This design comes from an exercise in tuning for small area, a short achievable clock period and few clock cycles per item on the open sky130 flow, not from production work.
RTL that was checked went through simulation tests only; none was proved equivalent to the original.
Function not checked in runs 1 and 2: the RTL went through the layout flow alone.
Power is estimated from default activity; no workload was simulated.

**flow/design.v**
```verilog
module mult_s1(
    input [7:0] a,
    input [7:0] b,
    output [23:0] e
    );
    wire t1 = (a[0] & b[6]) ^ (a[1] & b[5]);
    wire t2 = (a[0] & b[6]) & (a[1] & b[5]);
    wire t3 = (a[0] & b[7]) ^ (a[1] & b[6]) ^ (a[2] & b[5]);
    wire t4 = ((a[0] & b[7]) & (a[1] & b[6])) | ((a[0] & b[7]) & (a[2] & b[5])) | ((a[1] & b[6]) & (a[2] & b[5]));
    wire t5 = (a[3] & b[4]) ^ (a[4] & b[3]);
    wire t6 = (a[3] & b[4]) & (a[4] & b[3]);
    wire t7 = (a[1] & b[7]) ^ (a[2] & b[6]) ^ (a[3] & b[5]);
    wire t8 = ((a[1] & b[7]) & (a[2] & b[6])) | ((a[1] & b[7]) & (a[3] & b[5])) | ((a[2] & b[6]) & (a[3] & b[5]));
    wire t9 = (a[4] & b[4]) ^ (a[5] & b[3]);
    wire t10 = (a[4] & b[4]) & (a[5] & b[3]);
    wire t11 = (a[2] & b[7]) ^ (a[3] & b[6]) ^ (a[4] & b[5]);
    wire t12 = ((a[2] & b[7]) & (a[3] & b[6])) | ((a[2] & b[7]) & (a[4] & b[5])) | ((a[3] & b[6]) & (a[4] & b[5]));
    wire t13 = (a[0] & b[4]) ^ (a[1] & b[3]);
    wire t14 = (a[0] & b[4]) & (a[1] & b[3]);
    wire t15 = (a[0] & b[5]) ^ (a[1] & b[4]) ^ (a[2] & b[3]);
    wire t16 = ((a[0] & b[5]) & (a[1] & b[4])) | ((a[0] & b[5]) & (a[2] & b[3])) | ((a[1] & b[4]) & (a[2] & b[3]));
    wire t17 = (a[3] & b[2]) ^ (a[4] & b[1]);
    wire t18 = (a[3] & b[2]) & (a[4] & b[1]);
    wire t19 = t1 ^ (a[2] & b[4]) ^ (a[3] & b[3]);
    wire t20 = (t1 & (a[2] & b[4])) | (t1 & (a[3] & b[3])) | ((a[2] & b[4]) & (a[3] & b[3]));
    wire t21 = (a[4] & b[2]) ^ (a[5] & b[1]) ^ (a[6] & b[0]);
    wire t22 = ((a[4] & b[2]) & (a[5] & b[1])) | ((a[4] & b[2]) & (a[6] & b[0])) | ((a[5] & b[1]) & (a[6] & b[0]));
    wire t23 = t2 ^ t3 ^ t5;
    wire t24 = (t2 & t3) | (t2 & t5) | (t3 & t5);
    wire t25 = (a[5] & b[2]) ^ (a[6] & b[1]) ^ (a[7] & b[0]);
    wire t26 = ((a[5] & b[2]) & (a[6] & b[1])) | ((a[5] & b[2]) & (a[7] & b[0])) | ((a[6] & b[1]) & (a[7] & b[0]));
    wire t27 = t4 ^ t6 ^ t7;
    wire t28 = (t4 & t6) | (t4 & t7) | (t6 & t7);
    wire t29 = t9 ^ (a[6] & b[2]) ^ (a[7] & b[1]);
    wire t30 = (t9 & (a[6] & b[2])) | (t9 & (a[7] & b[1])) | ((a[6] & b[2]) & (a[7] & b[1]));
    wire t31 = t8 ^ t10 ^ t11;
    wire t32 = (t8 & t10) | (t8 & t11) | (t10 & t11);
    wire t33 = (a[5] & b[4]) ^ (a[6] & b[3]) ^ (a[7] & b[2]);
    wire t34 = ((a[5] & b[4]) & (a[6] & b[3])) | ((a[5] & b[4]) & (a[7] & b[2])) | ((a[6] & b[3]) & (a[7] & b[2]));
    wire t35 = t12 ^ (a[3] & b[7]) ^ (a[4] & b[6]);
    wire t36 = (t12 & (a[3] & b[7])) | (t12 & (a[4] & b[6])) | ((a[3] & b[7]) & (a[4] & b[6]));
    wire t37 = (a[5] & b[5]) ^ (a[6] & b[4]) ^ (a[7] & b[3]);
    wire t38 = ((a[5] & b[5]) & (a[6] & b[4])) | ((a[5] & b[5]) & (a[7] & b[3])) | ((a[6] & b[4]) & (a[7] & b[3]));
    wire t39 = (a[4] & b[7]) ^ (a[5] & b[6]) ^ (a[6] & b[5]);
    wire t40 = ((a[4] & b[7]) & (a[5] & b[6])) | ((a[4] & b[7]) & (a[6] & b[5])) | ((a[5] & b[6]) & (a[6] & b[5]));
    wire t41 = (a[0] & b[3]) ^ (a[1] & b[2]);
    wire t42 = (a[0] & b[3]) & (a[1] & b[2]);
    wire t43 = t13 ^ (a[2] & b[2]) ^ (a[3] & b[1]);
    wire t44 = (t13 & (a[2] & b[2])) | (t13 & (a[3] & b[1])) | ((a[2] & b[2]) & (a[3] & b[1]));
    wire t45 = t14 ^ t15 ^ t17;
    wire t46 = (t14 & t15) | (t14 & t17) | (t15 & t17);
    wire t47 = t16 ^ t18 ^ t19;
    wire t48 = (t16 & t18) | (t16 & t19) | (t18 & t19);
    wire t49 = t20 ^ t22 ^ t23;
    wire t50 = (t20 & t22) | (t20 & t23) | (t22 & t23);
    wire t51 = t24 ^ t26 ^ t27;
    wire t52 = (t24 & t26) | (t24 & t27) | (t26 & t27);
    wire t53 = t28 ^ t30 ^ t31;
    wire t54 = (t28 & t30) | (t28 & t31) | (t30 & t31);
    wire t55 = t32 ^ t34 ^ t35;
    wire t56 = (t32 & t34) | (t32 & t35) | (t34 & t35);
    wire t57 = t36 ^ t38 ^ t39;
    wire t58 = (t36 & t38) | (t36 & t39) | (t38 & t39);
    wire t59 = t40 ^ (a[5] & b[7]) ^ (a[6] & b[6]);
    wire t60 = (t40 & (a[5] & b[7])) | (t40 & (a[6] & b[6])) | ((a[5] & b[7]) & (a[6] & b[6]));
    wire t61 = (a[0] & b[2]) ^ (a[1] & b[1]);
    wire t62 = (a[0] & b[2]) & (a[1] & b[1]);
    wire t63 = t41 ^ (a[2] & b[1]) ^ (a[3] & b[0]);
    wire t64 = (t41 & (a[2] & b[1])) | (t41 & (a[3] & b[0])) | ((a[2] & b[1]) & (a[3] & b[0]));
    wire t65 = t42 ^ t43 ^ (a[4] & b[0]);
    wire t66 = (t42 & t43) | (t42 & (a[4] & b[0])) | (t43 & (a[4] & b[0]));
    wire t67 = t44 ^ t45 ^ (a[5] & b[0]);
    wire t68 = (t44 & t45) | (t44 & (a[5] & b[0])) | (t45 & (a[5] & b[0]));
    wire t69 = t46 ^ t47 ^ t21;
    wire t70 = (t46 & t47) | (t46 & t21) | (t47 & t21);
    wire t71 = t48 ^ t49 ^ t25;
    wire t72 = (t48 & t49) | (t48 & t25) | (t49 & t25);
    wire t73 = t50 ^ t51 ^ t29;
    wire t74 = (t50 & t51) | (t50 & t29) | (t51 & t29);
    wire t75 = t52 ^ t53 ^ t33;
    wire t76 = (t52 & t53) | (t52 & t33) | (t53 & t33);
    wire t77 = t54 ^ t55 ^ t37;
    wire t78 = (t54 & t55) | (t54 & t37) | (t55 & t37);
    wire t79 = t56 ^ t57 ^ (a[7] & b[4]);
    wire t80 = (t56 & t57) | (t56 & (a[7] & b[4])) | (t57 & (a[7] & b[4]));
    wire t81 = t58 ^ t59 ^ (a[7] & b[5]);
    wire t82 = (t58 & t59) | (t58 & (a[7] & b[5])) | (t59 & (a[7] & b[5]));
    wire t83 = t60 ^ (a[6] & b[7]) ^ (a[7] & b[6]);
    wire t84 = (t60 & (a[6] & b[7])) | (t60 & (a[7] & b[6])) | ((a[6] & b[7]) & (a[7] & b[6]));
    assign e[0] = t61;
    assign e[1] = t62;
    assign e[2] = t63;
    assign e[3] = t64;
    assign e[4] = t65;
    assign e[5] = t66;
    assign e[6] = t67;
    assign e[7] = t68;
    assign e[8] = t69;
    assign e[9] = t70;
    assign e[10] = t71;
    assign e[11] = t72;
    assign e[12] = t73;
    assign e[13] = t74;
    assign e[14] = t75;
    assign e[15] = t76;
    assign e[16] = t77;
    assign e[17] = t78;
    assign e[18] = t79;
    assign e[19] = t80;
    assign e[20] = t81;
    assign e[21] = t82;
    assign e[22] = t83;
    assign e[23] = t84;
endmodule
module mult_s2(
    input [7:0] a,
    input [7:0] b,
    input [23:0] e,
    output [15:0] x
    );
    wire [15:0] r0 = {1'b0, e[23], e[21], e[19], e[17], e[15], e[13], e[11], e[9], e[7], e[5], e[3], e[1], e[0], (a[0] & b[1]), (a[0] & b[0])};
    wire [15:0] r1 = {1'b0, (a[7] & b[7]), e[22], e[20], e[18], e[16], e[14], e[12], e[10], e[8], e[6], e[4], e[2], (a[2] & b[0]), (a[1] & b[0]), 1'b0};
    assign x = r0 + r1;
endmodule
`timescale 1ns / 1ps
module kadai4 (
    input CLK,
    input RST,
    input [7:0] A,
    input [7:0] B,
    input ACK,
    input START,
    input HALT,
    output [15:0] X,
    output X_VALID,
    output REQ_AB
);
reg [15:0] r0, r1, r2, r3, r4, r5, r6, r7;
reg [23:0] e;
reg inp;             
reg outp;            
reg req;             
reg [2:0] cnt;       
reg [2:0] w;         
reg req_o;           
reg vld;             
wire abort = RST | HALT;
wire acc = req & ACK;
wire [23:0] part;
wire [15:0] prod;
mult_s1 ml1 (
    .a(r5[15:8]),
    .b(r5[7:0]),
    .e(part)
);
mult_s2 ml2 (
    .a(r6[15:8]),
    .b(r6[7:0]),
    .e(e),
    .x(prod)
);
always @(posedge CLK) begin
    r0 <= acc ? {A, B} : r6;
    r1 <= r0;
    r2 <= r1;
    r3 <= r2;
    r4 <= r3;
    r5 <= r4;
    r6 <= r5;
    e <= part;
    r7 <= prod;
end
wire idle = !inp && !outp;
wire cnt7 = (cnt == 3'd7);
wire [2:0] cnt_up = cnt + 3'd1;
wire [2:0] cnt_hold = idle ? 3'd0 : outp ? cnt_up : cnt;
wire [2:0] cnt_acc = idle ? 3'd0 : (outp || req) ? cnt_up : cnt;
wire req_nack = !abort && (inp ? (!req && w == 3'd1) : (idle && START));
wire req_ack = !abort && (inp ? (req ? !cnt7 : w == 3'd1) : (idle && START));
wire last = inp && req && cnt7;
wire inp_nack = !abort && (inp || (idle && START));
wire inp_ack = inp_nack && !last;
wire outp_nack = !abort && outp && !cnt7;
wire outp_ack = !abort && ((outp && !cnt7) || last);
wire req_o_nack = !abort && (inp ? (!req_o && w == 3'd1) : (!vld && START));
wire req_o_ack = !abort && (inp ? (req_o ? !cnt7 : w == 3'd1) : (!vld && START));
wire vld_nack = !abort && vld && !cnt7;
wire vld_ack = !abort && ((vld && !cnt7) || (inp && req_o && cnt7));
always @(posedge CLK) begin
    cnt <= ACK ? cnt_acc : cnt_hold;
    w <= (req && !ACK) ? 3'd6 : w - 3'd1;
    req <= ACK ? req_ack : req_nack;
    inp <= ACK ? inp_ack : inp_nack;
    outp <= ACK ? outp_ack : outp_nack;
    req_o <= ACK ? req_o_ack : req_o_nack;
    vld <= ACK ? vld_ack : vld_nack;
end
assign X = r7;
assign X_VALID = vld;
assign REQ_AB = req_o;
endmodule    
```
**flow/flow/run.sh**
```bash
#!/bin/bash
# The standard layout, with Yosys's full-adder extraction left out (the adder
# trees are mapped by ABC from plain gates instead of sky130 fa/ha cells),
# plain buffers on the ports, and no dummy loads in the clock tree.
set -euo pipefail
bash standard.sh ADDER_MAP_FILE= \
  "BUFFER_PORTS_ARGS=-buffer_cell sky130_fd_sc_hd__buf_2" \
  "CTS_ARGS=-sink_clustering_enable -repair_clock_nets -dont_use_dummy_load -sink_clustering_size 30 -sink_clustering_max_diameter 100 -buf_list sky130_fd_sc_hd__clkbuf_8" \
  finish > flow.log 2>&1
```
**flow/standard.sh**
```bash
#!/bin/bash
# synth_recipe.tcl (not shown) runs the flow's synth.tcl, then flattens the netlist and writes it again
# the make line also repeats each setting of config.mk as NAME=value (left out here)
make -C /OpenROAD-flow-scripts/flow DESIGN_CONFIG=/design/flow/config.mk WORK_HOME=/design/flow/orfs CLKGATE_MAP_FILE= SYNTH_SCRIPT=/design/flow/synth_recipe.tcl "${@:-finish}"
```
**flow/config.mk**
```make
export PLATFORM = sky130hd
export DESIGN_NAME = kadai4
export DESIGN_NICKNAME = kadai4
export VERILOG_FILES = /design/flow/design.v
export SDC_FILE = /design/flow/constraint.sdc
export NUM_CORES = 4
export LEC_CHECK = 0
export ABC_AREA = 1
export ABC_CLOCK_PERIOD_IN_PS = 2000
export CAP_MARGIN = 20
export CORE_MARGIN = 2
export CORE_UTILIZATION = 40
export CTS_BUF_LIST = sky130_fd_sc_hd__clkbuf_8
export CTS_CLUSTER_DIAMETER = 100
export CTS_CLUSTER_SIZE = 30
export SETUP_SLACK_MARGIN = 3.0
export SLEW_MARGIN = 20
```
**flow/constraint.sdc**
```tcl
create_clock -name core_clock -period 5.0 [get_ports {CLK}]
set_input_delay 1.0000 -clock core_clock [delete_from_list [all_inputs] [get_ports {CLK}]]
set_output_delay 1.0000 -clock core_clock [all_outputs]
set_load 0.01 [all_outputs]
```
==> run summary, run 1 <==
* RSZ-0062 raised after global routing: true
* Tot GR Track Use at 14.2%
* Clock tree sinks at 163
* CTS H-tree lvls at 4
* Antenna Nets Post-Route at 0
* Via Count at 4652
* CP Max Fanout at 3
* Via/cell ratio at 4.48
* Status: complete, no violations
* Max-cap viol count at 0
* Most numerous cell in the Yosys netlist: nand2_1
* Utilization after layout at 45.0%
* Hold WC Path Type: flip-flop to flip-flop
* Lkg Pwr at 3.51 nW
* Die width at 129 µm
* Clk buf depth at 2
* Post-synthesis cell count at 808
* Async set or reset register ratio after synthesis at 0%
* Highest Clock Rate at 0.521 GHz
* Post-layout net count at 873
* Final hold vios at 0
* Synth Area in Simple Gates at 30.9%
* PwrDens at 377 nW/µm²
* Crit-path cells: buf_2
* Avg Cell Area, Syn at 7.71 µm²
* Die Area at 16600 µm²
* Slew Viols, Final at 0
* Number of synthesized flops with an enable pin at 3
* Top-Level Pins at 39
* Final Skew at 0.0414 ns
* Synth warn at 1
* Port Buf Inserts at 38
* Die height at 129 µm
* CP top delay family: flip-flops
* Antenna diode count at 0
* Logic gate share of total power at 13.0%
* Core Box Area at 15200 µm²
* Storage element area at 3320 µm²
* Final setup TNS at 0 ns
* DRC Markers at 0
* Cts bufs inserted at 17
* GPL Wtd Cong at 0.814
* Arrival @ worst endpoint at 0.92 ns
* DRT Pass-1 Iters at 4
* Row count at 45
* Dpl hpwl at 8320 µm
* Pwr Total at 2.58 mW
* Worst-Margin Slew at 0.533 ns
* CP max stage delay at 0.35 ns
* Register area share after synthesis at 52.9%
* Final min period at 1.92 ns
* Overflow after GRT at 0
* Postcts setup bufs at 0
* Synth top area cells: dfxtp_1, nand2_1, inv_1, nand3_1, xor2_1
* Aggregate routed wire length at 11000 µm
* Worst-Skew Late Latency at 0.44 ns
* Clk pwr share at 25.9%
* Pin count of the biggest net entering global routing at 22
* Cell Area, Synth at 6230 µm²
* Dominant synthesized flop cell: dfxtp_1
* Post-synthesis register bit count at 163
* Compound-cell area share of the yosys netlist at 5.04%
* Net Sw Frac at 26.1%
* Share of cells above drive strength 1 at 12.1%
* CP Data Required Time at 4.00 ns
* First-pass GRT wire length at 18400 µm
* Area growth syn-to-layout at 9.78%
* Syn Nets at 829
* Synth area leader: dfxtp_1
* Post-synth top cells: nand2_1, dfxtp_1, inv_1
* Cell variety after synth at 38
* Crit start category: flip-flop
* Filler instances at 1533
* CTS tree: done
* Switching Power at 0.673 mW
* Multi-input gate area at 2530 µm²
* Largest family of logic cells by synthesized area: simple AND/OR/NAND/NOR gates
* Adder-Cell Fraction of Synth Area at 0%
* CP endpoint kind: output pin
* Vias in the first global route at 4126
* CP Class: flip-flop to output pin
* Setup violations, final at 0
* Power Internal at 1.91 mW
* Highest-delay cell along the critical path: dfxtp_1
* Peak VDD IR at 256 µV
* Slew HR at 64.2%
* Initial Util at 41.0%
* Multiplexer share of the synthesized area at 0%
* Initial DRC count at 213
* Yosys top cell area share at 51.4%
* CTS Hold Buffers Added at 0
* CTS Root Cell: clkbuf_8
* Xor and xnor area share after synthesis at 4.62%
* Clk pin slew, worst setup/hold paths at 0.08 ns
* Buf/Inv on CP at 1
* Tcrit/Tclk final at 38.4%
* Power share of the sequential group at 61.1%
* Initial antenna violation count at 0
* Routed WL per cell at 10.6 µm
-- power groups by stage --
| stage | Sequential, mW | Combinational [mW] | Clock, mW |
|---|---|---|---|
| after global routing | 1.60 | 0.392 | 0.759 |
| final | 1.58 | 0.335 | 0.669 |
| after floorplan | 1.57 | 0.271 | 0 |
| after CTS | 1.57 | 0.338 | 0.703 |
| after detailed placement | 1.60 | 0.337 | 0 |
| after global placement | 1.60 | 0.332 | 0 |
-- final cells by class --
type / instances / area share [%]
Timing Repair Buffer: 38 / 2.78
Timing Repair inverter: 1 / 0.110
Sequential cell: 163 / 48.5
Multi-Input combinational cell: 546 / 37.0
Inverter: 85 / 4.74
Clock buffer: 17 / 3.42
Tap cell: 188 / 3.44
-- kinds of logic after synthesis --
group | after synthesis
XOR/XNOR | 32
AND/OR/NAND/NOR | 463
buffers and inverters | 99
flip-flops | 163
AO/OA/AOI/OAI | 51
-- placed cells by master (no fill, tap or decap), types with 2 or more instances in the layout --
| cell type | count |
|---|---|
| a21boi_2 | 3 |
| a21oi_1 | 19 |
| a31o_2 | 2 |
| a31oi_1 | 3 |
| buf_2 | 38 |
| clkbuf_8 | 17 |
| clkinvlp_4 | 2 |
| dfxtp_1 | 148 |
| dfxtp_2 | 8 |
| dfxtp_4 | 4 |
| edfxtp_1 | 3 |
| inv_1 | 80 |
| inv_2 | 3 |
| nand2_1 | 318 |
| nand2_2 | 12 |
| nand3_1 | 55 |
| nand3_2 | 6 |
| nand3b_1 | 3 |
| nand4_1 | 3 |
| nor2_1 | 54 |
| nor3_1 | 6 |
| o21ai_0 | 15 |
| o21ai_2 | 2 |
| xnor2_1 | 5 |
| xor2_1 | 26 |
-- state kept, by name, indices dropped and copies added, names as in the netlist --
signal and count:
cnt 3, e 24, inp 1, outp 1, r0 16, r1 16, r2 16, r3 16
r4 16, r5 16, r6 16, r7 16, req 1, req_o 1, vld 1, w 3
-- per-layer routing --
metal  GRT usage [%]  vias to the layer above  part of all wire [%]
met1            19.1                     1985                    52
met4            6.20                        0                   2.0
met2            21.5                       71                    43
met5               0                        -                     0
li1                -                     2579                     -
met3            3.78                       17                   3.1
-- worst paths after layout --
kind	slack, ns	cells past startpoint	endpoint	start
max	3.08	1	REQ_AB	req_o$_DFF_P_
min	0.31	0	r2[3]$_DFF_P_	r1[3]$_DFF_P_
max reg2reg	3.22	12	e[13]$_DFF_P_	r5[11]$_DFF_P_
min reg2reg	0.31	0	r2[3]$_DFF_P_	r1[3]$_DFF_P_
-- per-stage QoR --
stage / worst slack [ns] / cells / instance area (µm²) / hold WS (ns)
final: 3.08 / 1038 / 6840 / 0.307
after global routing: 3.00 / 1038 / 6840 / 0.314
after CTS: 3.01 / 1037 / 6800 / 0.304
after detailed placement: 2.55 / 1020 / 6560 / 0.312
after global placement: 2.62 / 1020 / 6560 / 0.310
after floorplan: 3.14 / 808 / 6230 / 0.310
-- timing repair --
item | 4_1_cts | 5_1_grt
endpoints found under the hold margin | 0 | 0
endpoints found under the setup margin | 0 | 25
resized for setup | 0 | 20
==> inputs of run 2 (changes only) <==
--- a/flow/config.mk
+++ b/flow/config.mk
@@ -13,5 +13,5 @@
 export CTS_BUF_LIST = sky130_fd_sc_hd__clkbuf_8
 export CTS_CLUSTER_DIAMETER = 100
 export CTS_CLUSTER_SIZE = 30
-export SETUP_SLACK_MARGIN = 3.0
+export SETUP_SLACK_MARGIN = 3.12
 export SLEW_MARGIN = 20
==> run 2 against run 1 <==
Combinational power grew 7.5%. Clock-buffer cell count stayed put. Synthesized cell count did not move. Sequential power barely moved. Fmax up 2.5%. Total power grew 0.95%. Global-route usage increased by 0.21 points. Register-to-register slack gained 0.04 ns. Clock skew is 0.0032 ns lower. Hold slack worse by 0.0033 ns. Still clean.
==> run summary, run 2 <==
* Number of flip-flops in the largest register at 24 (unchanged)
* Utilization after layout at 46.1% (+1.1 points)
* CP Max Fanout at 2 (-1)
* Pin count of the biggest net entering global routing at 18 (-18%)
* Die height at 129 µm (unchanged)
* Routed WL per cell at 10.6 µm (-0.19%)
* Number of synthesized flops with an enable pin at 3 (unchanged)
* Peak VDD IR at 256 µV (about the same)
* Top-Level Pins at 39 (unchanged)
* Initial Util at 41.0% (unchanged)
* First-pass GRT wire length at 18600 µm (+1.3%)
* Port Buf Inserts at 38 (unchanged)
* Antenna diode count at 0 (unchanged)
* Via/cell ratio at 4.47 (-0.23%)
* Area growth syn-to-layout at 12.6%
* Clock tree sinks at 163 (unchanged)
* CTS Hold Buffers Added at 0 (unchanged)
* Initial DRC count at 239 (+12%)
* Final Skew at 0.0382 ns (-0.00321 ns)
* Overflow after GRT at 0 (unchanged)
* Vias in the first global route at 4168 (+1.0%)
* Aggregate routed wire length at 11100 µm (+0.77%)
* DRC Markers at 0 (unchanged)
* Cell Area, Synth at 6230 µm² (unchanged)
* CP max stage delay at 0.33 ns (-0.02 ns)
* Status: complete, no violations
* Slew Viols, Final at 0 (unchanged)
* Tcrit/Tclk final at 37.4% (-0.95 points)
* Register with the most flip-flops: e
* Antenna Nets Post-Route at 0 (unchanged)
* Arrival @ worst endpoint at 0.87 ns (-0.05 ns)
* Final setup TNS at 0 ns (unchanged)
* Share of cells above drive strength 1 at 14.9% (+2.8 points)
* CP top delay family: flip-flops
* Synth top area cells: dfxtp_1, nand2_1, inv_1, nand3_1, xor2_1
* Post-synth top cells: nand2_1, dfxtp_1, inv_1
* Yosys top cell area share at 51.4% (unchanged)
* DRT Pass-1 Iters at 4 (unchanged)
* Highest-delay cell along the critical path: dfxtp_2
* CP Data Required Time at 4.00 ns (about the same)
* Cts bufs inserted at 17 (unchanged)
* Most common cell after layout, fill and taps aside: nand2_1
* Register area share after synthesis at 52.9% (unchanged)
* Placed cell area at 6560 µm² (unchanged)
* Crit start category: flip-flop
* PwrDens at 371 nW/µm² (-1.5%)
* Worst-Skew Late Latency at 0.44 ns (about the same)
* Hold WC Path Type: flip-flop to flip-flop
* Core Box Area at 15200 µm² (unchanged)
* Filler instances at 1518 (-0.98%)
* GPL Wtd Cong at 0.814 (unchanged)
* Synth area leader: dfxtp_1
* Final instance area at 7010 µm² (+2.5%)
* CP Class: flip-flop to output pin
* Die width at 129 µm (unchanged)
* Setup violations, final at 0 (unchanged)
* Synth warn at 1 (unchanged)
* Final hold vios at 0 (unchanged)
* Initial antenna violation count at 0 (unchanged)
* Worst-Margin Slew at 0.617 ns (+0.0841 ns)
* Max-cap viol count at 0 (unchanged)
* Final min period at 1.87 ns (-0.0473 ns)
* Buf/Inv on CP at 1 (unchanged)
* CTS tree: done
* Row count at 45 (unchanged)
* Via Count at 4686 (+0.73%)
* Dpl hpwl at 8320 µm (unchanged)
* CTS H-tree lvls at 4 (unchanged)
* Post-synthesis cell count at 808 (unchanged)
* CP endpoint kind: output pin
* Slew HR at 58.5% (-5.7 points)
* RSZ-0062 raised after global routing: true
* Most numerous cell in the Yosys netlist: nand2_1
* Clk pin slew, worst setup/hold paths at 0.08 ns (about the same)
* Cell variety after synth at 38 (unchanged)
* Clk buf depth at 2 (unchanged)
* Avg Cell Area, Syn at 7.71 µm² (unchanged)
* Syn Nets at 829 (unchanged)
* Highest Clock Rate at 0.534 GHz (+2.5%)
* Dominant synthesized flop cell: dfxtp_1
* Async set or reset register ratio after synthesis at 0% (unchanged)
* Post-synthesis register bit count at 163 (unchanged)
* Post-layout net count at 883 (+1.1%)
* Crit-path cells: buf_6
* Die Area at 16600 µm² (unchanged)
* Most frequent cells in the layout: nand2_1, dfxtp_1, inv_1
* Lkg Pwr at 3.58 nW (+2.0%)
* Tot GR Track Use at 14.4% (+0.21 points)
* CTS Root Cell: clkbuf_8
## run 2: per-stage QoR
| stage | cells | hold slack, ns | setup WS [ns] | total power, mW |
|---|---|---|---|---|
| floorplan | 808 | 0.310 | 3.14 | 1.84 |
| global route | 1048 | 0.307 | 3.07 | 2.77 |
| detailed placement | 1020 | 0.312 | 2.55 | 1.94 |
| finish | 1048 | 0.304 | 3.13 | 2.60 |
| CTS | 1039 | 0.304 | 3.08 | 2.62 |
| global placement | 1020 | 0.310 | 2.62 | 1.93 |
## run 2: final timing paths
path | start | end | slack [ns] | depth (start not counted)
max | req_o$_DFF_P_ | REQ_AB | 3.13 | 1
min reg2reg | r1[3]$_DFF_P_ | r2[3]$_DFF_P_ | 0.30 | 0
max reg2reg | r5[7]$_DFF_P_ | e[13]$_DFF_P_ | 3.26 | 11
min | r1[3]$_DFF_P_ | r2[3]$_DFF_P_ | 0.30 | 0
## run 2: cells by family (layout without fill, tap and decap cells)
kind of cell / count (synthesis) / count (layout) / share of synthesized area [%]
flip-flops: 163 / 163 / 52.9
AO/OA/AOI/OAI: 51 / 51 / 5.04
XOR/XNOR: 32 / 32 / 4.62
buffers and inverters: 99 / 151 / 6.61
AND/OR/NAND/NOR: 463 / 463 / 30.9
## run 2: where the power goes
part / leakage (nW) / switching, mW / total (mW) / internal [mW]
registers: 1.36 / 0.0927 / 1.57 / 1.48
logic: 2.09 / 0.217 / 0.360 / 0.144
clock network: 0.122 / 0.370 / 0.670 / 0.299
total: 3.58 / 0.680 / 2.60 / 1.92
## run 2: worst reg2reg max path: cells and delay by family, from the launching register on
kind / cells / cell delay [ns]
AND/OR/NAND/NOR: 9 / 0.97
flip-flops: 1 / 0.38
AO/OA/AOI/OAI: 1 / 0.16
buffers and inverters: 1 / 0.09
## run 2: metal layers
layer  part of all wire [%]  global-route usage [%]
met5                      0                       0
met1                     51                    19.3
met4                    1.8                    6.20
met3                    3.5                    3.78
met2                     43                    22.0
## run 2: area by class of cell
type	count	area, µm²	share of cell area, %
timing repair inverter	1	7.51	0.107
inverter	85	324	4.62
sequential	163	3340	47.7
multi-input combinational	546	2560	36.5
timing repair buffer	48	309	4.41
tap	188	235	3.35
clock buffer	17	234	3.34
## run 2: repair_timing
action,CTS,global route
buffers inserted,1,9
gates resized for setup,12,36
endpoints found under the setup margin,14,38
endpoints found under the hold margin,0,0
cloned,1,0
==> inputs of run 3 (changes only) <==
--- a/flow/design.v
+++ b/flow/design.v
@@ -182,18 +182,31 @@
 wire inp_ack = inp_nack && !last;
 wire outp_nack = !abort && outp && !cnt7;
 wire outp_ack = !abort && ((outp && !cnt7) || last);
-wire req_o_nack = !abort && (inp ? (!req_o && w == 3'd1) : (!vld && START));
-wire req_o_ack = !abort && (inp ? (req_o ? !cnt7 : w == 3'd1) : (!vld && START));
-wire vld_nack = !abort && vld && !cnt7;
-wire vld_ack = !abort && ((vld && !cnt7) || (inp && req_o && cnt7));
 always @(posedge CLK) begin
     cnt <= ACK ? cnt_acc : cnt_hold;
     w <= (req && !ACK) ? 3'd6 : w - 3'd1;
     req <= ACK ? req_ack : req_nack;
     inp <= ACK ? inp_ack : inp_nack;
     outp <= ACK ? outp_ack : outp_nack;
-    req_o <= ACK ? req_o_ack : req_o_nack;
-    vld <= ACK ? vld_ack : vld_nack;
+    if (abort) begin
+        req_o <= 1'b0;
+        vld <= 1'b0;
+    end else if (inp) begin
+        if (acc) begin
+            if (cnt7) begin
+                req_o <= 1'b0;
+                vld <= 1'b1;
+            end
+        end else if (req_o) begin
+            req_o <= 1'b0;
+        end else if (w == 3'd1) begin
+            req_o <= 1'b1;
+        end
+    end else if (outp) begin
+        if (cnt7) vld <= 1'b0;
+    end else if (START) begin
+        req_o <= 1'b1;
+    end
 end
 assign X = r7;
 assign X_VALID = vld;
--- a/flow/config.mk
+++ b/flow/config.mk
@@ -6,12 +6,12 @@
 export NUM_CORES = 4
 export LEC_CHECK = 0
 export ABC_AREA = 1
-export ABC_CLOCK_PERIOD_IN_PS = 2000
+export ABC_CLOCK_PERIOD_IN_PS = 2600
 export CAP_MARGIN = 20
 export CORE_MARGIN = 2
 export CORE_UTILIZATION = 40
 export CTS_BUF_LIST = sky130_fd_sc_hd__clkbuf_8
 export CTS_CLUSTER_DIAMETER = 100
 export CTS_CLUSTER_SIZE = 30
-export SETUP_SLACK_MARGIN = 3.12
+export SETUP_SLACK_MARGIN = 3.0
 export SLEW_MARGIN = 20
==> run 3 against run 2 <==
Core utilization shrank 1.2 points. Sequential share of layout area increased by 0.75 points. Hold slack improved by 0.018 ns. Total power fell by 6.9%. Fmax down 1.0%. Critical path depth is the same. Critical endpoint unchanged. Via count rose by 0.90%. Worst setup slack worse by 0.019 ns. Synthesized cell count increased by 1.6%. Final cell count up 0.29%. Largest power group unchanged. Clock-buffer cell count stayed put.
==> run summary, run 3 <==
* Synth top area cells: dfxtp_1, nand2_1, inv_1, nand3_1, xor2_1
* Xor and xnor area share after synthesis at 4.22% (-0.40 points)
* Buf/Inv on CP at 1 (unchanged)
* Share of cells above drive strength 1 at 11.7% (-3.2 points)
* DRC Markers at 0 (unchanged)
* Final min period at 1.89 ns (+0.0189 ns)
* Most numerous cell in the Yosys netlist: nand2_1
* Row count at 45 (unchanged)
* Clk pin slew, worst setup/hold paths at 0.09 ns (about the same)
* Tot GR Track Use at 15.0% (+0.65 points)
* Die Area at 16600 µm² (-0.12%)
* Multiplexer share of the synthesized area at 0% (unchanged)
* Capture point of the worst reg-to-reg path: e[16]$_DFF_P_
* Post-synth top cells: nand2_1, dfxtp_1, inv_1
* Post-synthesis register bit count at 163 (unchanged)
* DRT Pass-1 Iters at 6 (+2)
* Worst reg2reg startpoint: r5[7]$_DFF_P_
* Number of synthesized flops with an enable pin at 3 (unchanged)
* Register with the most flip-flops: e
* Most frequent cells in the layout: nand2_1, dfxtp_1, inv_1
* Synth Area in Simple Gates at 32.0% (+1.1 points)
* Pin count of the biggest net entering global routing at 21 (+3)
* Compound-cell area share of the yosys netlist at 4.22% (-0.82 points)
* Crit path from: req_o$_SDFFE_PN0P_
* Peak VDD IR at 248 µV (-2.9%)
* Setup violations, final at 0 (unchanged)
* Worst Reg-to-Reg Cells at 15 (+4)
* Hold WC Path Type: flip-flop to flip-flop
* Antenna Nets Post-Route at 0 (unchanged)
* GPL Wtd Cong at 0.787 (-3.3%)
* Final Skew at 0.0287 ns (-0.00954 ns)
* Tcrit/Tclk final at 37.8% (+0.38 points)
* Top-Level Pins at 39 (unchanged)
* Slew Viols, Final at 0 (unchanged)
* Synth area leader: dfxtp_1
* Final hold slack at 0.322 ns (+0.0184 ns)
* Worst-Skew Late Latency at 0.44 ns (about the same)
* Antenna diode count at 0 (unchanged)
* Power Internal at 1.83 mW (-4.9%)
* Syn Nets at 842 (+1.6%)
* Die width at 129 µm (about the same)
* CP max stage delay at 0.34 ns (about the same)
* PwrDens at 355 nW/µm² (-4.5%)
* Crit start category: flip-flop
* Via Count at 4728 (+0.90%)
* Crit-path cells: buf_2
* Routed WL per cell at 10.6 µm (+0.80%)
* CP Data Required Time at 4.00 ns (about the same)
* Dpl hpwl at 8470 µm (+1.8%)
* First-pass GRT wire length at 19400 µm (+4.1%)
* Aggregate routed wire length at 11200 µm (+1.1%)
* Status: complete, no violations
* Port Buf Inserts at 38 (unchanged)
* Adder-Cell Fraction of Synth Area at 0% (unchanged)
* Net Sw Frac at 24.5% (-1.6 points)
* Most common cell after layout, fill and taps aside: nand2_1
* Highest-delay cell along the critical path: dfxtp_2
* CTS H-tree lvls at 4 (unchanged)
* Clk pwr share at 28.2% (+2.5 points)
* Post-layout net count at 886 (+0.34%)
* Highest Clock Rate at 0.529 GHz (-1.0%)
* Initial Util at 40.9% (-0.049 points)
* CP endpoint kind: output pin
* Clock tree sinks at 163 (unchanged)
* Power share of the sequential group at 62.9% (+2.5 points)
* Via/cell ratio at 4.50 (+0.61%)
* Avg Cell Area, Syn at 7.58 µm² (-1.7%)
* Overflow after GRT at 0 (unchanged)
* CP Max Fanout at 3 (+1)
* Cell Area, Synth at 6220 µm² (-0.12%)
* Max-cap viol count at 0 (unchanged)
* Worst path depth at 1 (unchanged)
* Flop2flop setup slack at 3.21 ns (-0.05 ns)
* Synth warn at 1 (unchanged)
* Postcts setup bufs at 0 (-1)
* Logic gate share of total power at 8.9% (-4.9 points)
* Vias in the first global route at 4297 (+3.1%)
* Arrival @ worst endpoint at 0.89 ns (+0.02 ns)
* Initial antenna violation count at 0 (unchanged)
* Final setup TNS at 0 ns (unchanged)
* Final hold vios at 0 (unchanged)
* Register area share after synthesis at 52.9% (+0.064 points)
* Cell variety after synth at 38 (unchanged)
* Post-synthesis cell count at 821 (+1.6%)
* Dominant synthesized flop cell: dfxtp_1
* CP top delay family: flip-flops
* CP Class: flip-flop to output pin
* Number of flip-flops in the largest register at 24 (unchanged)
* Core Box Area at 15200 µm² (unchanged)
* CP Capture Point: REQ_AB
* CTS tree: done
* Initial DRC count at 221 (-7.5%)
* Slew HR at 71.7% (+13 points)
* RSZ-0062 raised after global routing: true
* Area growth syn-to-layout at 9.83%
* CTS Root Cell: clkbuf_8
* Lkg Pwr at 3.57 nW (-0.18%)
* Switching Power at 0.594 mW (-13%)
* Final instance area at 6830 µm² (-2.6%)
* Yosys top cell area share at 51.5% (+0.062 points)
* Async set or reset register ratio after synthesis at 0% (unchanged)
* Placed cell area at 6580 µm² (+0.25%)
* Die height at 129 µm (about the same)
* Largest family of logic cells by synthesized area: simple AND/OR/NAND/NOR gates
* Cts bufs inserted at 17 (unchanged)
* Clk buf depth at 2 (unchanged)
* Worst-Margin Slew at 0.424 ns (-0.194 ns)
-- run 3: changes by cell type in the layout (fill, tap and decap cells not counted), moves of 5 or more --
| cell | delta |
|---|---|
| nand2_1 | +20 |
| dfxtp_1 | +7 |
| inv_1 | +5 |
| dfxtp_4 | -10 |
| buf_4 | -8 |
| buf_2 | +5 |
| buf_6 | -5 |
-- run 3: final cells by class --
| cell class | count | area (µm²) |
|---|---|---|
| Clock buffer | 17 | 234 |
| Timing Repair Buffer | 39 | 198 |
| Fill cell | 1526 | 8370 |
| Inverter | 90 | 342 |
| Multi-Input combinational cell | 554 | 2520 |
| Tap cell | 188 | 235 |
| Sequential cell | 163 | 3310 |
-- run 3: routing by layer --
layer | vias up | global-route usage, % | wire length (µm)
li1 | 2603 | - | -
met1 | 2048 | 19.6 | 5770
met2 | 62 | 23.4 | 4840
met3 | 15 | 4.16 | 370
met4 | 0 | 6.65 | 189
met5 | - | 0 | 0
-- run 3: metrics by stage --
step           cells  power, mW  setup slack (ns)  utilization [%]
2_1_floorplan    821       1.70              3.04                -
3_3_place_gp    1034       1.76              2.49             43.3
3_5_place_dp    1034       1.77              2.43             43.3
4_1_cts         1051       2.46              3.02             44.8
5_1_grt         1051       2.57              2.99             45.0
6_report        1051       2.42              3.11             45.0
-- run 3: worst min-delay path by stage --
stage,start,slack [ns],cells past startpoint,endpoint
final,r1[2]$_DFF_P_,0.32,0,r2[2]$_DFF_P_
after global routing,r1[2]$_DFF_P_,0.33,0,r2[2]$_DFF_P_
after CTS,r4[15]$_DFF_P_,0.33,0,r5[15]$_DFF_P_
after detailed placement,r0[10]$_DFF_P_,0.31,0,r1[10]$_DFF_P_
after global placement,r0[5]$_DFF_P_,0.31,0,r1[5]$_DFF_P_
after floorplan,r0[0]$_DFF_P_,0.31,0,r1[0]$_DFF_P_
-- run 3: logic make-up (layout without fill, tap and decap cells) --
kind of cell,count (synthesis),in the layout
AOI/OAI and AO/OA,46,46
xor gates and xnor gates,30,30
buffers and inverters,104,146
DFF,163,163
and+or+nand+nor,478,478
-- run 3: power by group through the flow --
stage / sequential (mW) / combinational, mW / clock, mW
6_report: 1.52 / 0.216 / 0.684
5_1_grt: 1.54 / 0.254 / 0.776
4_1_cts: 1.52 / 0.218 / 0.720
3_5_place_dp: 1.55 / 0.217 / 0
3_3_place_gp: 1.55 / 0.214 / 0
2_1_floorplan: 1.52 / 0.181 / 0
-- run 3: timing repair --
item,CTS,global route
pin swaps,0,0
hold buffers,0,0
setup endpoints to repair,1,18
resized for setup,1,13
Testbench counts of run 3, summed over its fixed seeds: cycles 3,264, items 1,536.
==> inputs of run 4 (changes only) <==
--- a/flow/config.mk
+++ b/flow/config.mk
@@ -6,7 +6,7 @@
 export NUM_CORES = 4
 export LEC_CHECK = 0
 export ABC_AREA = 1
-export ABC_CLOCK_PERIOD_IN_PS = 2600
+export ABC_CLOCK_PERIOD_IN_PS = 1600
 export CAP_MARGIN = 20
 export CORE_MARGIN = 2
 export CORE_UTILIZATION = 40
==> run 4 against run 3 <==
Still clean. Register-to-register slack is essentially flat. Non-clock buffer count is the same. Global-route usage is the same. First-iteration DRC count is the same. Sequential power is essentially flat. Worst setup slack is the same. Critical path type unchanged.
==> run summary, run 4 <==
* Initial DRC count at 221 (unchanged)
* Switching Power at 0.594 mW (unchanged)
* CP max stage delay at 0.34 ns (about the same)
* Routed WL per cell at 10.6 µm (unchanged)
* Via Count at 4728 (unchanged)
* Clk buf depth at 2 (unchanged)
* Most common cell after layout, fill and taps aside: nand2_1
* Antenna Nets Post-Route at 0 (unchanged)
* Die height at 129 µm (unchanged)
* Initial Util at 40.9% (unchanged)
* Cell Area, Synth at 6220 µm² (unchanged)
* Final min period at 1.89 ns (unchanged)
* Final Skew at 0.0287 ns (unchanged)
* Clk pin slew, worst setup/hold paths at 0.09 ns (about the same)
* GPL Wtd Cong at 0.787 (unchanged)
* Power share of the sequential group at 62.9% (about the same)
* Core Box Area at 15200 µm² (unchanged)
* Highest Clock Rate at 0.529 GHz (unchanged)
* Port Buf Inserts at 38 (unchanged)
* Status: complete, no violations
* Tot GR Track Use at 15.0% (unchanged)
* Top routing layer in use: met4
* Crit start category: flip-flop
* Met2 routed WL at 4840 µm (unchanged)
* Dpl hpwl at 8470 µm (unchanged)
* Post-layout net count at 886 (unchanged)
* Synth warn at 1 (unchanged)
* Overflow after GRT at 0 (unchanged)
* CP top delay family: flip-flops
* Top-Level Pins at 39 (unchanged)
* Die Area at 16600 µm² (unchanged)
* Synth top area cells: dfxtp_1, nand2_1, inv_1, nand3_1, xor2_1
* Peak VDD IR at 248 µV (unchanged)
* Met1 Wirelength at 5770 µm (unchanged)
* Syn Nets at 842 (unchanged)
* Aggregate routed wire length at 11200 µm (unchanged)
* Arrival @ worst endpoint at 0.89 ns (about the same)
* Vias in the first global route at 4297 (unchanged)
* Tcrit/Tclk final at 37.8% (unchanged)
* Net Sw Frac at 24.5% (unchanged)
* CTS Root Cell: clkbuf_8
* Async set or reset register ratio after synthesis at 0% (unchanged)
* Lkg Pwr at 3.57 nW (unchanged)
* CP endpoint kind: output pin
* Number of synthesized flops with an enable pin at 3 (unchanged)
* Dominant synthesized flop cell: dfxtp_1
* CP Class: flip-flop to output pin
* Crit-path cells: buf_2
* Area growth syn-to-layout at 9.83% (unchanged)
* Register with the most flip-flops: e
* Setup ws final at 3.11 ns (unchanged)
* DRT Pass-1 Iters at 6 (unchanged)
* Clock tree sinks at 163 (unchanged)
* Yosys top cell area share at 51.5% (unchanged)
* Die width at 129 µm (unchanged)
* Hold WC Path Type: flip-flop to flip-flop
* Met3 wire len at 370 µm (unchanged)
* Buf/Inv on CP at 1 (unchanged)
* PwrDens at 355 nW/µm² (unchanged)
* Power Internal at 1.83 mW (unchanged)
* Post-synth top cells: nand2_1, dfxtp_1, inv_1
* Final hold vios at 0 (unchanged)
* DRC Markers at 0 (unchanged)
* Avg Cell Area, Syn at 7.58 µm² (unchanged)
* CP Max Fanout at 3 (unchanged)
* Logic gate share of total power at 8.9% (about the same)
* Setup violations, final at 0 (unchanged)
* First-pass GRT wire length at 19400 µm (unchanged)
* Number of flip-flops in the largest register at 24 (unchanged)
* Post-synthesis register bit count at 163 (unchanged)
* RSZ-0062 raised after global routing: true
* Most frequent cells in the layout: nand2_1, dfxtp_1, inv_1
* Post-synthesis cell count at 821 (unchanged)
* Register area share after synthesis at 52.9% (unchanged)
* Cts bufs inserted at 17 (unchanged)
* Highest-delay cell along the critical path: dfxtp_2
* Final setup TNS at 0 ns (unchanged)
* Cell variety after synth at 38 (unchanged)
* Slew Viols, Final at 0 (unchanged)
* CTS H-tree lvls at 4 (unchanged)
* Worst-Margin Slew at 0.424 ns (unchanged)
* Antenna diode count at 0 (unchanged)
* Clk pwr share at 28.2% (about the same)
* Slew HR at 71.7% (unchanged)
* CP Data Required Time at 4.00 ns (about the same)
* Initial antenna violation count at 0 (unchanged)
* Max-cap viol count at 0 (unchanged)
* Setup WS pre-CTS at 2.43 ns (unchanged)
* Worst-Skew Late Latency at 0.44 ns (about the same)
* CTS tree: done
* Most numerous cell in the Yosys netlist: nand2_1
* Synth area leader: dfxtp_1
* Share of cells above drive strength 1 at 11.7% (unchanged)
* Via/cell ratio at 4.50 (unchanged)
* Pin count of the biggest net entering global routing at 21 (unchanged)
* Row count at 45 (unchanged)
run 4: cell counts after synthesis:
No cell type changed its count.
run 4: kinds of logic after synthesis:
group | after synthesis | share of synthesized area [%]
buffers and inverters | 104 | 6.68
AND/OR/NAND/NOR | 478 | 32.0
AO/OA/AOI/OAI | 46 | 4.22
flip-flops | 163 | 52.9
XOR/XNOR | 30 | 4.22
run 4: final timing paths:
path | slack, ns | start | endpoint | cells past startpoint
max | 3.11 | req_o$_SDFFE_PN0P_ | REQ_AB | 1
min | 0.32 | r1[2]$_DFF_P_ | r2[2]$_DFF_P_ | 0
max reg2reg | 3.21 | r5[7]$_DFF_P_ | e[16]$_DFF_P_ | 15
min reg2reg | 0.32 | r1[2]$_DFF_P_ | r2[2]$_DFF_P_ | 0
run 4: final cells by class:
class,instances,area [µm²]
clock buffer,17,234
fill,1526,8370
inverter,90,342
multi-input combinational,554,2520
sequential,163,3310
tap,188,235
timing repair buffer,39,198
run 4: layer usage:
metal	vias up	GRT usage, %
met5	-	0
met3	15	4.16
met2	62	23.4
li1	2603	-
met1	2048	19.6
met4	0	6.65
run 4: metrics by stage:
stage                     std cells  cell area, µm²  total power [mW]  hold slack (ns)  util, %
final                          1051            6830              2.42            0.322     45.0
after detailed placement       1034            6580              1.77            0.312     43.3
after global routing           1051            6830              2.57            0.327     45.0
after CTS                      1051            6820              2.46            0.326     44.8
after floorplan                 821            6220              1.70            0.310        -
after global placement         1034            6580              1.76            0.310     43.3
run 4: power groups by stage:
stage | combinational [mW] | sequential (mW) | clock, mW
6_report | 0.216 | 1.52 | 0.684
5_1_grt | 0.254 | 1.54 | 0.776
4_1_cts | 0.218 | 1.52 | 0.720
3_5_place_dp | 0.217 | 1.55 | 0
3_3_place_gp | 0.214 | 1.55 | 0
2_1_floorplan | 0.181 | 1.52 | 0
run 4: worst register-to-register path: stages, from the launching register on:
cell     delay (ns)
dfxtp_1        0.50
nand2_1        0.15
nor2_1         0.10
inv_1          0.07
nand2_1        0.06
nand2_1        0.05
nand2_1        0.09
nand2_1        0.08
nand2_1        0.06
nand2_1        0.09
nand3_1        0.11
nand2_1        0.06
nand2_1        0.09
nand2_1        0.06
nand2_1        0.06
nand2_1        0.04
run 4: repair_timing:
item,in CTS,in global routing
buffers inserted,0,0
endpoints found under the setup margin,1,18
hold buffers,0,0
gates resized for setup,1,13
==> inputs of run 5 (changes only) <==
--- a/flow/config.mk
+++ b/flow/config.mk
@@ -6,7 +6,7 @@
 export NUM_CORES = 4
 export LEC_CHECK = 0
 export ABC_AREA = 1
-export ABC_CLOCK_PERIOD_IN_PS = 1600
+export ABC_CLOCK_PERIOD_IN_PS = 2000
 export CAP_MARGIN = 20
 export CORE_MARGIN = 2
 export CORE_UTILIZATION = 40
==> run 5 against run 4 <==
Design area unchanged. Sequential power hardly changed. Combinational power is essentially flat. Clock skew did not move. Largest cell class unchanged. Non-clock buffer count did not move. Synthesized cell count stayed put. Sequential share of layout area is the same. Critical path type unchanged. Hold slack did not move. Synthesized area unchanged.
==> run summary, run 5 <==
* Status: complete, no violations
* Final min period at 1.89 ns (unchanged)
* Dominant synthesized flop cell: dfxtp_1
* Dpl hpwl at 8470 µm (unchanged)
* Final setup TNS at 0 ns (unchanged)
* Post-CTS sizing at 1 (unchanged)
* Crit start category: flip-flop
* Slew Viols, Final at 0 (unchanged)
* CTS H-tree lvls at 4 (unchanged)
* CP max stage delay at 0.34 ns (about the same)
* CP Max Fanout at 3 (unchanged)
* Number of synthesized flops with an enable pin at 3 (unchanged)
* Clk buf depth at 2 (unchanged)
* Buf/Inv on CP at 1 (unchanged)
* Most frequent cells in the layout: nand2_1, dfxtp_1, inv_1
* GPL Wtd Cong at 0.787 (unchanged)
* Aggregate routed wire length at 11200 µm (unchanged)
* Avg Cell Area, Syn at 7.58 µm² (unchanged)
* Yosys top cell area share at 51.5% (unchanged)
* Final hold vios at 0 (unchanged)
* PwrDens at 355 nW/µm² (unchanged)
* Share of cells above drive strength 1 at 11.7% (unchanged)
* Synth top area cells: dfxtp_1, nand2_1, inv_1, nand3_1, xor2_1
* Hold Crit Endpoint: r2[2]$_DFF_P_
* Final instance area at 6830 µm² (unchanged)
* Antenna diode count at 0 (unchanged)
* First-pass GRT wire length at 19400 µm (unchanged)
* Die height at 129 µm (unchanged)
* Area growth syn-to-layout at 9.83% (unchanged)
* Core Box Area at 15200 µm² (unchanged)
* Highest Clock Rate at 0.529 GHz (unchanged)
* Row count at 45 (unchanged)
* Cell variety after synth at 38 (unchanged)
* Port Buf Inserts at 38 (unchanged)
* Syn Nets at 842 (unchanged)
* Most numerous cell in the Yosys netlist: nand2_1
* Worst hold path stage count at 0 (unchanged)
* Antenna Nets Post-Route at 0 (unchanged)
* Number of flip-flops in the largest register at 24 (unchanged)
* Placed cell area at 6580 µm² (unchanged)
* Clk pin slew, worst setup/hold paths at 0.09 ns (about the same)
* Worst-Margin Slew at 0.424 ns (unchanged)
* Hold WC Path Type: flip-flop to flip-flop
* Via Count at 4728 (unchanged)
* Die Area at 16600 µm² (unchanged)
* Routed WL per cell at 10.6 µm (unchanged)
* Pin count of the biggest net entering global routing at 21 (unchanged)
* Post-synth top cells: nand2_1, dfxtp_1, inv_1
* Tcrit/Tclk final at 37.8% (unchanged)
* Highest-delay cell along the critical path: dfxtp_2
* Setup violations, final at 0 (unchanged)
* RSZ-0062 raised after global routing: true
* Capture point of the worst reg-to-reg path: e[16]$_DFF_P_
* Initial antenna violation count at 0 (unchanged)
* Setup ws final at 3.11 ns (unchanged)
* Synth area leader: dfxtp_1
* Synth warn at 1 (unchanged)
* Slew HR at 71.7% (unchanged)
* CTS Hold Buffers Added at 0 (unchanged)
* Initial DRC count at 221 (unchanged)
* Max-cap viol count at 0 (unchanged)
* Final Skew at 0.0287 ns (unchanged)
* Via/cell ratio at 4.50 (unchanged)
* Filler instances at 1526 (unchanged)
* Worst Reg-to-Reg Cells at 15 (unchanged)
* Worst Hold Launch: r1[2]$_DFF_P_
* Setup WS pre-CTS at 2.43 ns (unchanged)
* CTS tree: done
* Cts bufs inserted at 17 (unchanged)
* Async set or reset register ratio after synthesis at 0% (unchanged)
* Postcts setup bufs at 0 (unchanged)
* Top-Level Pins at 39 (unchanged)
* Overflow after GRT at 0 (unchanged)
* Post-layout net count at 886 (unchanged)
* Post-synthesis cell count at 821 (unchanged)
* Worst-Skew Late Latency at 0.44 ns (about the same)
* Initial Util at 40.9% (unchanged)
* DRT Pass-1 Iters at 6 (unchanged)
* Register with the most flip-flops: e
* CP endpoint kind: output pin
* Flop2flop setup slack at 3.21 ns (about the same)
* Peak VDD IR at 248 µV (unchanged)
* Clock tree sinks at 163 (unchanged)
* Tot GR Track Use at 15.0% (unchanged)
* Post-synthesis register bit count at 163 (unchanged)
* Crit-path cells: buf_2
* Die width at 129 µm (unchanged)
* Pwr Total at 2.42 mW (unchanged)
* CTS Root Cell: clkbuf_8
* Vias in the first global route at 4297 (unchanged)
* DRC Markers at 0 (unchanged)
* CP Class: flip-flop to output pin
* Most common cell after layout, fill and taps aside: nand2_1
* Lkg Pwr at 3.57 nW (unchanged)
* Cell Area, Synth at 6220 µm² (unchanged)
* Register area share after synthesis at 52.9% (unchanged)
* Arrival @ worst endpoint at 0.89 ns (about the same)
* CP top delay family: flip-flops
* Worst reg2reg startpoint: r5[7]$_DFF_P_
* CP Data Required Time at 4.00 ns (about the same)
[run 5: cell counts in the layout (fill, tap and decap cells not counted)]
Identical to the previous run, type by type.
[run 5: cell type report]
| cell class | count | area (µm²) | area share, % |
|---|---|---|---|
| timing repair buffer | 39 | 198 | 2.89 |
| sequential | 163 | 3310 | 48.4 |
| clock buffer | 17 | 234 | 3.42 |
| inverter | 90 | 342 | 5.00 |
| tap | 188 | 235 | 3.44 |
| multi-input combinational | 554 | 2520 | 36.8 |
[run 5: logic make-up (layout without fill, tap and decap cells)]
group	count (synthesis)	in the layout	share of synthesized area (%)
AND/OR/NAND/NOR	478	478	32.0
flip-flops	163	163	52.9
buffers and inverters	104	146	6.68
AO/OA/AOI/OAI	46	46	4.22
XOR/XNOR	30	30	4.22
[run 5: worst max-delay path by stage]
stage                           endpoint  depth (start not counted)  slack (ns)          startpoint
finish                            REQ_AB                          1        3.11  req_o$_SDFFE_PN0P_
detailed placement    req_o$_SDFFE_PN0P_                          7        2.43                 ACK
global route               e[14]$_DFF_P_                         15        2.99       r5[6]$_DFF_P_
floorplan           cnt[0]$_SDFFCE_PP0P_                          4        3.04                 ACK
global placement      req_o$_SDFFE_PN0P_                          7        2.49                 ACK
CTS                        e[14]$_DFF_P_                         13        3.02      r5[12]$_DFF_P_
[run 5: where the power goes]
group | total [mW] | switching, mW | internal, mW
registers | 1.52 | 0.0803 | 1.44
clock network | 0.684 | 0.384 | 0.300
logic | 0.216 | 0.130 | 0.0863
[run 5: routing by layer]
layer,part of all wire [%],vias to the layer above,global-route usage (%),wire [µm]
li1,-,2603,-,-
met1,52,2048,19.6,5770
met2,43,62,23.4,4840
met3,3.3,15,4.16,370
met4,1.7,0,6.65,189
met5,0,-,0,0
[run 5: per-stage QoR]
step                      std cells  hold WS (ns)  util [%]
after detailed placement       1034         0.312      43.3
after floorplan                 821         0.310         -
after global placement         1034         0.310      43.3
after CTS                      1051         0.326      44.8
final                          1051         0.322      45.0
after global routing           1051         0.327      45.0
==> inputs of run 6 (changes only) <==
--- a/flow/config.mk
+++ b/flow/config.mk
@@ -13,5 +13,5 @@
 export CTS_BUF_LIST = sky130_fd_sc_hd__clkbuf_8
 export CTS_CLUSTER_DIAMETER = 100
 export CTS_CLUSTER_SIZE = 30
-export SETUP_SLACK_MARGIN = 3.0
+export SETUP_SLACK_MARGIN = 3.12
 export SLEW_MARGIN = 20
==> run 6 against run 5 <==
Core utilization grew 1.2 points. Synthesized area is the same. Wire length grew 0.13%. Combinational power grew 11%.
==> run summary, run 6 <==
* Status: complete, no violations
* PwrDens at 348 nW/µm² (-1.9%)
* Top-Level Pins at 39 (unchanged)
* CP Class: flip-flop to output pin
* Final hold vios at 0 (unchanged)
* Initial Util at 40.9% (unchanged)
* Synth warn at 1 (unchanged)
* Crit start category: flip-flop
* Die width at 129 µm (unchanged)
* Clock tree sinks at 163 (unchanged)
* CP top delay family: flip-flops
* Slew HR at 74.1% (+2.4 points)
* CP endpoint kind: output pin
* Cts bufs inserted at 17 (unchanged)
* Die height at 129 µm (unchanged)
* Core Box Area at 15200 µm² (unchanged)
* Cell Area, Synth at 6220 µm² (unchanged)
* Arrival @ worst endpoint at 0.87 ns (-0.02 ns)
* CP Max Fanout at 1 (-2)
* Area growth syn-to-layout at 12.9%
* Hold Crit Endpoint: r4[14]$_DFF_P_
* Lkg Pwr at 3.64 nW (+1.9%)
* Register with the most flip-flops: e
* Post-synthesis register bit count at 163 (unchanged)
* Routed WL per cell at 10.5 µm (-0.82%)
* Post-synth top cells: nand2_1, dfxtp_1, inv_1
* Slew Viols, Final at 0 (unchanged)
* Highest-delay cell along the critical path: dfxtp_1
* CP max stage delay at 0.31 ns (-0.03 ns)
* Avg Cell Area, Syn at 7.58 µm² (unchanged)
* CTS Hold Buffers Added at 0 (unchanged)
* DRC Markers at 0 (unchanged)
* Aggregate routed wire length at 11200 µm (+0.13%)
* Row count at 45 (unchanged)
* Antenna Nets Post-Route at 0 (unchanged)
* Worst reg2reg startpoint: r6[0]$_DFF_P_
* Antenna diode count at 0 (unchanged)
* Number of synthesized flops with an enable pin at 3 (unchanged)
* First-pass GRT wire length at 19700 µm (+1.4%)
* Crit-path cells: buf_2
* Final setup TNS at 0 ns (unchanged)
* Post-synthesis cell count at 821 (unchanged)
* CTS H-tree lvls at 4 (unchanged)
* Dominant synthesized flop cell: dfxtp_1
* Highest Clock Rate at 0.535 GHz (+1.1%)
* Clk pin slew, worst setup/hold paths at 0.08 ns (about the same)
* Setup ws final at 3.13 ns (+0.0201 ns)
* Synth top area cells: dfxtp_1, nand2_1, inv_1, nand3_1, xor2_1
* Flop2flop setup slack at 3.30 ns (+0.09 ns)
* Setup WS pre-CTS at 2.09 ns (-0.345 ns)
* Worst-Skew Late Latency at 0.43 ns (about the same)
* Final Skew at 0.0229 ns (-0.00583 ns)
* Die Area at 16600 µm² (unchanged)
* Most numerous cell in the Yosys netlist: nand2_1
* Via/cell ratio at 4.49 (-0.23%)
* Most frequent cells in the layout: nand2_1, dfxtp_1, inv_1
* Overflow after GRT at 0 (unchanged)
* CTS tree: done
* Initial antenna violation count at 0 (unchanged)
* Via Count at 4762 (+0.72%)
* Worst-Margin Slew at 0.387 ns (-0.0369 ns)
* Async set or reset register ratio after synthesis at 0% (unchanged)
* RSZ-0062 raised after global routing: true
* Number of flip-flops in the largest register at 24 (unchanged)
* CP Data Required Time at 4.00 ns (about the same)
* Share of cells above drive strength 1 at 15.3% (+3.6 points)
* DRT Pass-1 Iters at 4 (-2)
* Syn Nets at 842 (unchanged)
* Register area share after synthesis at 52.9% (unchanged)
* Most common cell after layout, fill and taps aside: nand2_1
* Peak VDD IR at 246 µV (-0.90%)
* GPL Wtd Cong at 0.790 (+0.38%)
* Setup violations, final at 0 (unchanged)
* Dpl hpwl at 8370 µm (-1.2%)
* Max-cap viol count at 0 (unchanged)
* Post-layout net count at 896 (+1.1%)
* Tcrit/Tclk final at 37.4% (-0.40 points)
* Cell variety after synth at 38 (unchanged)
* Pwr Total at 2.44 mW (+0.77%)
* Clk buf depth at 2 (unchanged)
* Port Buf Inserts at 38 (unchanged)
* CTS Root Cell: clkbuf_8
* Final min period at 1.87 ns (-0.0201 ns)
* Initial DRC count at 203 (-8.1%)
* Worst hold path stage count at 0 (unchanged)
* Pin count of the biggest net entering global routing at 21 (unchanged)
* Vias in the first global route at 4460 (+3.8%)
* Utilization after layout at 46.2% (+1.2 points)
* Hold WC Path Type: flip-flop to flip-flop
* Worst Hold Launch: r3[14]$_DFF_P_
* Worst Reg-to-Reg Cells at 11 (-4)
* Capture point of the worst reg-to-reg path: r7[14]$_DFF_P_
* Buf/Inv on CP at 1 (unchanged)
* Yosys top cell area share at 51.5% (unchanged)
* Tot GR Track Use at 15.1% (+0.044 points)
* Synth area leader: dfxtp_1
-- run 6: cell counts after synthesis --
Identical to the previous run, type by type.
-- run 6: logic make-up after synthesis --
kind of cell | share of synthesized area [%]
buffers and inverters | 6.68
XOR/XNOR | 4.22
flip-flops | 52.9
AO/OA/AOI/OAI | 4.22
AND/OR/NAND/NOR | 32.0
-- run 6: worst max-delay path by stage --
stage	start	endpoint	slack, ns	cells after the start
floorplan	ACK	cnt[0]$_SDFFCE_PP0P_	3.15	4
global placement	ACK	req_o$_SDFFE_PN0P_	2.09	6
detailed placement	ACK	req_o$_SDFFE_PN0P_	2.09	6
CTS	r7[0]$_DFF_P_	X[0]	3.09	1
global route	r7[0]$_DFF_P_	X[0]	3.06	1
finish	r7[0]$_DFF_P_	X[0]	3.13	1
-- run 6: final cells by class --
class,count,area (µm²)
clock buffer,17,234
fill,1496,8180
inverter,90,343
multi-input combinational,554,2550
sequential,163,3350
tap,188,235
timing repair buffer,49,310
-- run 6: timing repair --
action	4_1_cts	5_1_grt
setup buffers	1	10
endpoints found under the setup margin	40	40
resized for setup	14	39
pin swaps	0	3
gates cloned	0	0
-- run 6: where the power goes --
| part | switching [mW] | internal, mW |
|---|---|---|
| clock network | 0.382 | 0.300 |
| logic | 0.140 | 0.100 |
| registers | 0.0761 | 1.45 |
-- run 6: per-layer routing --
metal | track usage (%) | up-vias | part of all wire (%)
li1 | - | 2609 | -
met1 | 18.9 | 2077 | 50
met2 | 24.6 | 61 | 45
met3 | 4.86 | 15 | 3.1
met4 | 5.12 | 0 | 1.4
met5 | 0 | - | 0
-- run 6: metrics by stage --
| stage | instances | area [µm²] | hold WS (ns) |
|---|---|---|---|
| 3_3_place_gp | 1033 | 6570 | 0.310 |
| 5_1_grt | 1061 | 7020 | 0.324 |
| 2_1_floorplan | 821 | 6220 | 0.310 |
| 3_5_place_dp | 1033 | 6570 | 0.312 |
| 4_1_cts | 1051 | 6840 | 0.324 |
| 6_report | 1061 | 7020 | 0.325 |
==> inputs of run 7 (changes only) <==
--- a/flow/config.mk
+++ b/flow/config.mk
@@ -13,5 +13,6 @@
 export CTS_BUF_LIST = sky130_fd_sc_hd__clkbuf_8
 export CTS_CLUSTER_DIAMETER = 100
 export CTS_CLUSTER_SIZE = 30
-export SETUP_SLACK_MARGIN = 3.12
+export SETUP_SLACK_MARGIN = 3.15
 export SLEW_MARGIN = 20
+export TNS_END_PERCENT = 10
==> run 7 against run 6 <==
Total power is 0.24% lower. Wire length is 0.18% higher. Largest power group unchanged. Core utilization is 0.16 points lower. Fmax hardly changed. Clock skew hardly changed. Design area is 0.36% lower. Non-clock buffer count is 2 lower.
==> run summary, run 7 <==
* Status: complete, no violations
* Final min period at 1.87 ns (-0.000420 ns)
* Tcrit/Tclk final at 37.4% (about the same)
* DRT Pass-1 Iters at 4 (unchanged)
* Via/cell ratio at 4.48 (-0.17%)
* Post-synth top cells: nand2_1, dfxtp_1, inv_1
* Number of flip-flops in the largest register at 24 (unchanged)
* Port Buf Inserts at 38 (unchanged)
* Worst-Skew Late Latency at 0.43 ns (about the same)
* CP Data Required Time at 4.00 ns (about the same)
* CP max stage delay at 0.31 ns (about the same)
* Die Area at 16600 µm² (unchanged)
* Async set or reset register ratio after synthesis at 0% (unchanged)
* Most numerous cell in the Yosys netlist: nand2_1
* PwrDens at 348 nW/µm² (+0.11%)
* CP endpoint kind: output pin
* Aggregate routed wire length at 11200 µm (+0.18%)
* Die height at 129 µm (unchanged)
* Number of synthesized flops with an enable pin at 3 (unchanged)
* Die width at 129 µm (unchanged)
* Setup ws final at 3.13 ns (+0.000420 ns)
* Slew HR at 74.0% (-0.17 points)
* Routed WL per cell at 10.6 µm (+0.37%)
* Post-layout net count at 894 (-0.22%)
* Pwr Total at 2.44 mW (-0.24%)
* Yosys top cell area share at 51.5% (unchanged)
* Crit start category: flip-flop
* Register with the most flip-flops: e
* Cell Area, Synth at 6220 µm² (unchanged)
* Slew Viols, Final at 0 (unchanged)
* Post-synthesis register bit count at 163 (unchanged)
* Synth area leader: dfxtp_1
* Setup violations, final at 0 (unchanged)
* First-pass GRT wire length at 19700 µm (-0.14%)
* Register area share after synthesis at 52.9% (unchanged)
* GPL Wtd Cong at 0.790 (unchanged)
* Row count at 45 (unchanged)
* Antenna diode count at 0 (unchanged)
* Syn Nets at 842 (unchanged)
* CP Max Fanout at 1 (unchanged)
* Arrival @ worst endpoint at 0.87 ns (about the same)
* Most common cell after layout, fill and taps aside: nand2_1
* Antenna Nets Post-Route at 0 (unchanged)
* Crit-path cells: buf_2
* Synth top area cells: dfxtp_1, nand2_1, inv_1, nand3_1, xor2_1
* Max-cap viol count at 0 (unchanged)
* Highest Clock Rate at 0.535 GHz (about the same)
* Initial antenna violation count at 0 (unchanged)
* Setup WS pre-CTS at 2.09 ns (unchanged)
* Tot GR Track Use at 15.1% (-0.018 points)
* Cts bufs inserted at 17 (unchanged)
* Via Count at 4745 (-0.36%)
* Highest-delay cell along the critical path: dfxtp_1
* Clk buf depth at 2 (unchanged)
* Flop2flop setup slack at 3.15 ns (-0.15 ns)
* CTS H-tree lvls at 4 (unchanged)
* CTS tree: done
* Overflow after GRT at 0 (unchanged)
* Final hold vios at 0 (unchanged)
* CTS Hold Buffers Added at 0 (unchanged)
* Area growth syn-to-layout at 12.5%
* Final Skew at 0.0233 ns (+0.000456 ns)
* Filler instances at 1509 (+0.87%)
* Initial Util at 40.9% (unchanged)
* Clk pin slew, worst setup/hold paths at 0.08 ns (about the same)
* Dominant synthesized flop cell: dfxtp_1
* Synth warn at 1 (unchanged)
* Pin count of the biggest net entering global routing at 21 (unchanged)
* Final setup TNS at 0 ns (unchanged)
* Dpl hpwl at 8370 µm (unchanged)
* Clock tree sinks at 163 (unchanged)
* Worst-Margin Slew at 0.389 ns (+0.00256 ns)
* Buf/Inv on CP at 1 (unchanged)
* Lkg Pwr at 3.63 nW (-0.38%)
* CP top delay family: flip-flops
* Core Box Area at 15200 µm² (unchanged)
* Final hold slack at 0.325 ns (+0.0000710 ns)
* RSZ-0062 raised after global routing: true
* Post-synthesis cell count at 821 (unchanged)
* Top-Level Pins at 39 (unchanged)
* Avg Cell Area, Syn at 7.58 µm² (unchanged)
* DRC Markers at 0 (unchanged)
* Share of cells above drive strength 1 at 14.8% (-0.54 points)
* Initial DRC count at 209 (+3.0%)
* Vias in the first global route at 4454 (-0.13%)
* Most frequent cells in the layout: nand2_1, dfxtp_1, inv_1
* Cell variety after synth at 38 (unchanged)
* Hold WC Path Type: flip-flop to flip-flop
* CTS Root Cell: clkbuf_8
* CP Class: flip-flop to output pin
* Peak VDD IR at 246 µV (about the same)
run 7: cell counts after synthesis:
No cell type changed its count.
run 7: path summary, 6_finish.rpt:
kind / depth (start not counted) / startpoint / endpoint
setup / recovery: 1 / r7[0]$_DFF_P_ / X[0]
hold / removal: 0 / r3[4]$_DFF_P_ / r4[4]$_DFF_P_
setup reg to reg: 14 / r6[0]$_DFF_P_ / r7[11]$_DFF_P_
hold reg to reg: 0 / r3[4]$_DFF_P_ / r4[4]$_DFF_P_
run 7: area by class of cell:
| type | instances | area [µm²] | share of cell area (%) |
|---|---|---|---|
| inverters | 90 | 343 | 4.90 |
| repair buffers | 47 | 283 | 4.04 |
| flip-flops and latches | 163 | 3340 | 47.7 |
| multi-input cells | 554 | 2560 | 36.6 |
| clock buffers | 17 | 234 | 3.34 |
| well taps | 188 | 235 | 3.36 |
run 7: timing repair:
action	in CTS	in global routing
setup endpoints to repair	49	44
hold endpoints to repair	0	0
buffers inserted	1	8
resized for setup	11	37
run 7: cell families after synthesis:
kind of cell | after synthesis | synth area share, %
AND/OR/NAND/NOR | 478 | 32.0
flip-flops | 163 | 52.9
AO/OA/AOI/OAI | 46 | 4.22
buffers and inverters | 104 | 6.68
XOR/XNOR | 30 | 4.22
run 7: through the flow:
step | instances | instance area (µm²) | util (%)
after CTS | 1051 | 6840 | 45.0
after floorplan | 821 | 6220 | -
after global placement | 1033 | 6570 | 43.2
final | 1059 | 7000 | 46.0
after detailed placement | 1033 | 6570 | 43.2
after global routing | 1059 | 7000 | 46.0
run 7: layer usage:
metal | track usage (%) | up-vias | routed length [µm]
li1 | - | 2609 | -
met1 | 18.9 | 2058 | 5710
met2 | 24.5 | 65 | 5000
met3 | 4.95 | 13 | 368
met4 | 5.12 | 0 | 130
met5 | 0 | - | 0
run 7: where the power goes:
part | switching [mW] | leakage, nW | internal (mW) | total [mW]
Clock | 0.380 | 0.122 | 0.300 | 0.680
Sequential | 0.0754 | 1.36 | 1.44 | 1.52
Combinational | 0.140 | 2.15 | 0.0977 | 0.238

Check on run 7: ideal ports give 3.131 ns setup slack; a clkbuf_16 on the clock port and buf_2 on the inputs give 3.095 ns; moving port delays by the midpoint clock arrival (0.457 ns) as well gives 2.902 ns.
